Background: an optimization exercise with open tools, aiming at small area. Do not read the settings as production practice. In this exercise RTL edits were held to simulation tests only and were not proved equivalent to the original. Power is estimated from default activity; no workload was simulated.

## job 7597
==> flow/design.v (excerpt) <==
module SPC700(
    input wire CLK,
    input wire RST_N,
    input wire RDY,
    input wire [7:0] D_IN,
    output wire [7:0] D_OUT,
    output reg [15:0] A_OUT,
    output reg WE_N,
    input wire [7:0] DBG_REG,
    input wire [7:0] DBG_DAT_IN,
    input wire DBG_DAT_WR
);
Size in the first run: ~2,500 cells after synthesis, roughly 110 flip-flops, ~53 I/O pins, about 0.015 mm2 of cells after synthesis.
Settings: LEC_CHECK=0, ABC_AREA=1, CAP_MARGIN=20, CORE_MARGIN=2, CORE_UTILIZATION=40, GPL_TIMING_DRIVEN=0, SETUP_SLACK_MARGIN=0.3, SLEW_MARGIN=20, SYNTH_MEMORY_MAX_BITS=262144; clock period 12.0 ns.
standard.sh (not shown) runs the stock make flow with config.mk's settings and CLKGATE_MAP_FILE= SYNTH_SCRIPT=/design/flow/synth_recipe.tcl, a recipe that flattens the netlist after the stock synthesis.
==> flow/flow/run.sh <==
#!/bin/bash
# The standard layout (the standard.sh, unchanged synthesis and steps),
# with two settings passed to it:
#  - the input and output ports are buffered with sky130_fd_sc_hd__buf_2
#    instead of the (larger) buffer ORFS picks by default;
#  - clock tree synthesis uses sky130_fd_sc_hd__clkbuf_8 and inserts no
#    dummy loads.
# The full output of the run goes to standard.log in this folder; ORFS keeps
# each step's log under orfs/logs/.
set -euo pipefail
export BUFFER_PORTS_ARGS="-buffer_cell sky130_fd_sc_hd__buf_2"
export CTS_ARGS="-sink_clustering_enable -repair_clock_nets -buf_list sky130_fd_sc_hd__clkbuf_8 -dont_use_dummy_load"
bash standard.sh > standard.log 2>&1
Job 7597 went all the way through the flow, and no timing, DRC or antenna check failed.
diff inputs: job 7597 => job 8072
==> flow/flow/run.sh <==
#!/bin/bash
# The standard layout (the standard.sh, unchanged synthesis and steps),
# with two settings passed to it:
#  - the input and output ports are buffered with sky130_fd_sc_hd__buf_2
#    instead of the (larger) buffer ORFS picks by default;
#  - clock tree synthesis inserts no dummy loads.
# The full output of the run goes to standard.log in this folder; ORFS keeps
# each step's log under orfs/logs/.
set -euo pipefail
export BUFFER_PORTS_ARGS="-buffer_cell sky130_fd_sc_hd__buf_2"
export CTS_ARGS="-sink_clustering_enable -repair_clock_nets -dont_use_dummy_load"
bash standard.sh > standard.log 2>&1
### Flow results
NOTE: portion of total power attributed to sequential cells in job 8072 falls short of that of job 7597
Register-to-register slack of job 8072 is on par with job 7597.
Diff job 7597 -> job 8072 | power | increase of about 3.5%
Job 8072 finished every step from synthesis to the final layout, and the layout passed the timing, DRC and antenna checks.
Comparing job 7597 and job 8072, CTS clock-pin slew for the worst setup and hold paths is lower on job 8072.
Summary of job 8072 over job 7597: residual DRC count closely matched the old numbers, part of the total power dissipated in the clock network rose by 3.2 points, total wire length after detailed routing now sits lower, final standard cell utilization of the core climbed 0.24 points, sequential share of layout area barely changed.
Source of the critical timing path: STATE[0] -> job 7597, IR[4] -> job 8072


Setup of 05-28:
SPC700, a different RTL version from the one above (not shown whole).
For scale: ~2500 cells after synthesis, about 53 I/O pins.
==> flow/config.mk <==
export PLATFORM = sky130hd
export DESIGN_NAME = SPC700
export DESIGN_NICKNAME = SPC700
export VERILOG_FILES = /design/flow/design.v
export SDC_FILE = /design/flow/constraint.sdc
export NUM_CORES = 4
export LEC_CHECK = 0
export ABC_AREA = 1
export CAP_MARGIN = 20
export CORE_MARGIN = 2
export CORE_UTILIZATION = 40
export GPL_TIMING_DRIVEN = 0
export SLEW_MARGIN = 20
export SYNTH_MEMORY_MAX_BITS = 262144
==> flow/constraint.sdc <==
create_clock -name core_clock -period 12.0 [get_ports {CLK}]
set_input_delay 2.4000 -clock core_clock [delete_from_list [all_inputs] [get_ports {CLK}]]
set_output_delay 2.4000 -clock core_clock [all_outputs]
set_load 0.01 [all_outputs]
==> flow/flow/run.sh <==
#!/bin/bash
# The standard layout (the standard.sh, unchanged synthesis and steps),
# with two settings passed to it:
#  - the input and output ports are buffered with sky130_fd_sc_hd__buf_1,
#    the smallest buffer, instead of the buffer ORFS picks by default;
#  - clock tree synthesis inserts no dummy loads.
# The full output of the run goes to standard.log in this folder; ORFS keeps
# each step's log under orfs/logs/.
set -euo pipefail
export BUFFER_PORTS_ARGS="-buffer_cell sky130_fd_sc_hd__buf_1"
export CTS_ARGS="-sink_clustering_enable -repair_clock_nets -dont_use_dummy_load"
bash standard.sh > standard.log 2>&1
The flow for 05-28 finished, though final verification flagged setup timing.
The inputs of 04-21 differ from those of 05-28 as listed below.
==> flow/run.sh (new file) <==
#!/bin/bash
# synth_recipe.tcl (not shown) runs the flow's synth.tcl, then flattens the netlist and writes it again
# the make line also repeats each setting of config.mk as NAME=value (left out here)
make -C /OpenROAD-flow-scripts/flow DESIGN_CONFIG=/design/flow/config.mk WORK_HOME=/design/flow/orfs CLKGATE_MAP_FILE= SYNTH_SCRIPT=/design/flow/synth_recipe.tcl finish
removed: flow/flow/run.sh
removed: flow/standard.sh
--- outcome ---
- 04-21 finished end to end and its layout was clean on timing, DRC and antenna.
- The combinational fraction of design power in 04-21 was lower than what 05-28 gave.
- Delta (04-21 minus 05-28): number of vias in the routed layout saw a decrease; global placement routability congestion saw an increase.
- Compared with 05-28, in 04-21 setup slack up 0.30 ns, overall power consumption up about 2.6%, layout-stage area growth over the synthesis result up 3.0 points.
- Worst setup path startpoint = D_IN[3]: 04-21; worst setup path startpoint = IR[4]$_SDFFE_PN0P_: 05-28

-- separate check: timing with driven ports --
The results above use ideal ports. As a check the final layouts listed here were re-extracted and re-timed, cells and wires unchanged. Step 1 (the two cells are an assumption about what drives the block):
set clk [get_ports {CLK}]
set_driving_cell -lib_cell sky130_fd_sc_hd__clkbuf_16 $clk
set_driving_cell -lib_cell sky130_fd_sc_hd__buf_2 [delete_from_list [all_inputs] $clk]
Step 2 times the ports against the registers' clock, not the clock port: input delays grow and output delays shrink by t, the midpoint of the rising clock arrivals with the driver on. Three values: no drivers, after step 1, after step 2; two values: the first two.
| run | t (ns) | setup slack, ns | latest minus earliest clock arrival (ns) | worst register clock-pin slew, ns | worst slew at a driven data input, ns |
|---|---|---|---|---|---|
| job 7597 | 0.461 | 0.464 / 0.410 / 0.564 | 0.029 / 0.029 | 0.11 / 0.11 | 0.05 |
| job 8072 | 0.424 | 0.452 / 0.396 / 0.582 | 0.019 / 0.019 | 0.08 / 0.08 | 0.05 |
| 05-28 | 0.420 | -0.067 / -0.113 / 0.307 | 0.025 / 0.026 | 0.09 / 0.09 | 0.06 |
| 04-21 | 0.417 | 0.232 / 0.202 / 0.202 | 0.013 / 0.013 | 0.09 / 0.09 | 0.04 |
The setup slack of 04-21, which loses most, moves by -0.030 ns with the drivers and by -0.030 ns with both steps.
